This design comes from an exercise in tuning for small area and a short achievable clock period on the open sky130 flow, not from production work.
Function was checked by simulation only, so behaviour that the tests miss may differ from the original.

job 4167:
// DCT
module DCT(clk,rst_n,ena,done,
  data_in0,data_in1,data_in2,data_in3,data_in4,data_in5,data_in6,data_in7,
  data_out0,data_out1,data_out2,data_out3,data_out4,data_out5,data_out6,data_out7);
input clk,rst_n,ena;
input signed [8:0] data_in0,data_in1,data_in2,data_in3,data_in4,data_in5,data_in6,data_in7;
output signed [18:0] data_out0,data_out1,data_out2,data_out3,data_out4,data_out5,data_out6,data_out7;
output done;
reg [2:0] vld;
always @(posedge clk or negedge rst_n)
  if (!rst_n) vld <= 0;
  else vld <= {vld[1:0], ena};
assign done = vld[2];
wire [8:0] x0 = data_in0, x1 = data_in1, x2 = data_in2, x3 = data_in3;
wire [8:0] x4 = data_in4, x5 = data_in5, x6 = data_in6, x7 = data_in7;
wire s1, c2;
dct_ha us1 (.a(x0[0]), .b(x7[0]), .s(s1), .co(c2));
wire s3, c4;
dct_ha us3 (.a(x0[1]), .b(x7[1]), .s(s3), .co(c4));
wire s5, c6;
dct_ha us5 (.a(x0[2]), .b(x7[2]), .s(s5), .co(c6));
wire s7, c8;
dct_ha us7 (.a(x0[3]), .b(x7[3]), .s(s7), .co(c8));
wire s9, c10;
dct_ha us9 (.a(x0[4]), .b(x7[4]), .s(s9), .co(c10));
wire s11, c12;
dct_ha us11 (.a(x0[5]), .b(x7[5]), .s(s11), .co(c12));
wire s13, c14;
dct_ha us13 (.a(x0[6]), .b(x7[6]), .s(s13), .co(c14));
wire s15, c16;
dct_ha us15 (.a(x0[7]), .b(x7[7]), .s(s15), .co(c16));
wire s17, c18;
dct_ha us17 (.a(x0[8]), .b(x7[8]), .s(s17), .co(c18));
wire s19, c20;
dct_ha us19 (.a(x0[8]), .b(x7[8]), .s(s19), .co(c20));
wire p0_g21;
dct_ao up0_g21 (.a(c4), .b(s3), .c(c2), .y(p0_g21));
wire p0_p22;
dct_and up0_p22 (.a(s3), .b(s1), .y(p0_p22));
wire p0_g23;
dct_ao up0_g23 (.a(c8), .b(s7), .c(c6), .y(p0_g23));
wire p0_p24;
  ...
For scale: ~2100 cells after synthesis, about 230 I/O pins, about 25000 sq um of cells after synthesis.
clock: 4.5 ns
lec_check: 0
cap_margin: 20
core_margin: 2
core_utilization: 40
cts_cluster_diameter: 70
cts_cluster_size: 30
setup_slack_margin: 1.75
slew_margin: 20
synth_hierarchical: 1
synth_minimum_keep_size: 0
tns_end_percent: 50
standard.sh (not shown) runs the stock make flow with config.mk's settings and CLKGATE_MAP_FILE= SYNTH_SCRIPT=/design/flow/synth_recipe.tcl, a recipe that flattens the netlist after the stock synthesis.
==> flow/flow/run.sh <==
#!/bin/bash
# The standard layout, with plain buf_1 cells as the input/output port buffers
# (the standard flow picks a larger delay-buffer cell for them).
set -euo pipefail
export BUFFER_PORTS_ARGS="-buffer_cell sky130_fd_sc_hd__buf_1"
bash standard.sh > standard.log 2>&1
Job 4167 reached the end of the flow, and the finished layout is clean on the timing, design-rule and antenna checks.
Setup changes, job 4167 to job 7892
-- flow/config.mk --
<<< job 4167, line 16
export SYNTH_MINIMUM_KEEP_SIZE = 0
export TNS_END_PERCENT = 50
>>> job 7892, line 16
export SYNTH_MINIMUM_KEEP_SIZE = 0
export TNS_END_PERCENT = 30
==> notes.md <==
Job 7892 completed; timing, DRC and antenna clean
Lower minimum clock period after layout was reported by job 7892, not job 4167.
Taking job 4167 as the reference, in job 7892 met1 wire length -320 microns, final design area excluding fillers fell by 160 sq um.
Job 7892 -> job 4167: routed wire length per instance flat
Going from job 4167 to job 7892, met3 wire length went up by 160 microns; wire length went down by 0.49%; worst setup slack went up by 0.0056 ns.
Hold slack: job 4167 vs job 7892 — no meaningful difference
Looking at job 7892 and job 4167, the sequential share of cell area is a wash.
What job 8426 does differently from job 7892 at the input level:
-- flow/config.mk --
<<< job 7892, line 10
export CORE_UTILIZATION = 40
export CTS_CLUSTER_DIAMETER = 70
export CTS_CLUSTER_SIZE = 30
export SETUP_SLACK_MARGIN = 1.75
>>> job 8426, line 10
export CORE_UTILIZATION = 40
export CTS_CLUSTER_DIAMETER = 60
export CTS_CLUSTER_SIZE = 25
export SETUP_SLACK_MARGIN = 1.75
<<< job 7892, line 16
export SYNTH_MINIMUM_KEEP_SIZE = 0
export TNS_END_PERCENT = 30
>>> job 8426, line 16
export SYNTH_MINIMUM_KEEP_SIZE = 0
==> comparison <==
The final layout from job 8426, which completed every stage, passed the timing, design-rule and antenna checks at the end of the flow.
Job 7892 reached the final stage; the timing, design-rule and antenna checks on its layout passed.
Setup slack: job 8426 less than job 7892
Utilization job 7892 -> job 8426: up
Taking job 8426 over job 7892, the number of gates given a new drive strength after cts ratio works out to 1.5.
Job 8426: sequential share of layout area lower than job 7892
Non-clock buffer count in job 8426 is 9.7% higher than in job 7892
Between job 8426 and job 7892, the final routed wirelength across all metal layers does not differ in any meaningful way.
> inputs changed (job 8426 -> job 2120)
-- flow/config.mk --
<<< job 8426, line 10
export CORE_UTILIZATION = 40
export CTS_CLUSTER_DIAMETER = 60
export CTS_CLUSTER_SIZE = 25
export SETUP_SLACK_MARGIN = 1.75
>>> job 2120, line 10
export CORE_UTILIZATION = 40
export CTS_CLUSTER_DIAMETER = 70
export CTS_CLUSTER_SIZE = 30
export SETUP_SLACK_MARGIN = 1.75
<<< job 8426, line 16
export SYNTH_MINIMUM_KEEP_SIZE = 0
>>> job 2120, line 16
export SYNTH_MINIMUM_KEEP_SIZE = 0
export TNS_END_PERCENT = 20
==> notes.md <==
- Comparing job 2120 and job 8426, met3 capacity usage during global routing is higher on job 8426.
- Between job 2120 and job 8426, fraction of standard cell area that is sequential is higher for job 2120, job 8426 comes in under that.
- Summary of job 2120 over job 8426: CTS clock-pin slew for the worst setup and hold paths shows no meaningful change, post-route fraction of the period consumed by the critical path shows a reduction of 0.35 points, via count shows a reduction of 52, average instance area after synthesis shows no meaningful change.
- Job 2120 did not stop at any stage, and its layout met the timing, design-rule and antenna checks.
Modified inputs, job 9297 compared to job 2120
-- flow/config.mk --
<<< job 2120, line 12
export CTS_CLUSTER_SIZE = 30
export SETUP_SLACK_MARGIN = 1.75
export SLEW_MARGIN = 20
>>> job 9297, line 12
export CTS_CLUSTER_SIZE = 30
export SETUP_SLACK_MARGIN = 1.9
export SLEW_MARGIN = 20
<<< job 2120, line 16
export SYNTH_MINIMUM_KEEP_SIZE = 0
export TNS_END_PERCENT = 20
>>> job 9297, line 16
export SYNTH_MINIMUM_KEEP_SIZE = 0
Findings:
No stage failed in job 9297, and the final checks on the layout all came back clean. Changes observed in job 9297 relative to job 2120: met1 layer wirelength in the final routing went up by 0.43%, global-route usage went up by 0.27 points. Lower footprint of the flip-flops and latches goes to job 2120 over job 9297. Job 9297 ended up with a higher non-clock buffer count than job 2120 did.

[port drivers added, routing unchanged]
In the flow no input, the clock included, has a driving cell. The finished layouts below were timed again as built, in two steps.
Step 1, drivers: a clkbuf_16 drives clk and a buf_2 each remaining input, both assumed.
Step 2 times the ports against the registers' clock, not the clock port: input delays grow and output delays shrink by t, the midpoint of the rising clock arrivals with the driver on.
a / b / c = ideal ports / drivers / drivers and shift; a / b = the first two.
run	shift t [ns]	slack for setup (ns)	worst data-port slew with drivers (ns)
job 4167	0.649	1.701 / 1.701 / 1.601	0.12
job 7892	0.653	1.706 / 1.706 / 1.604	0.12
job 8426	0.611	1.686 / 1.686 / 1.572	0.11
job 2120	0.651	1.702 / 1.702 / 1.607	0.12
job 9297	0.669	1.682 / 1.682 / 1.576	0.12
After both steps setup and hold are still met in every run listed. For job 8426, which loses most, drivers alone change the setup slack by 0.000 ns; drivers and shift together by -0.114 ns.
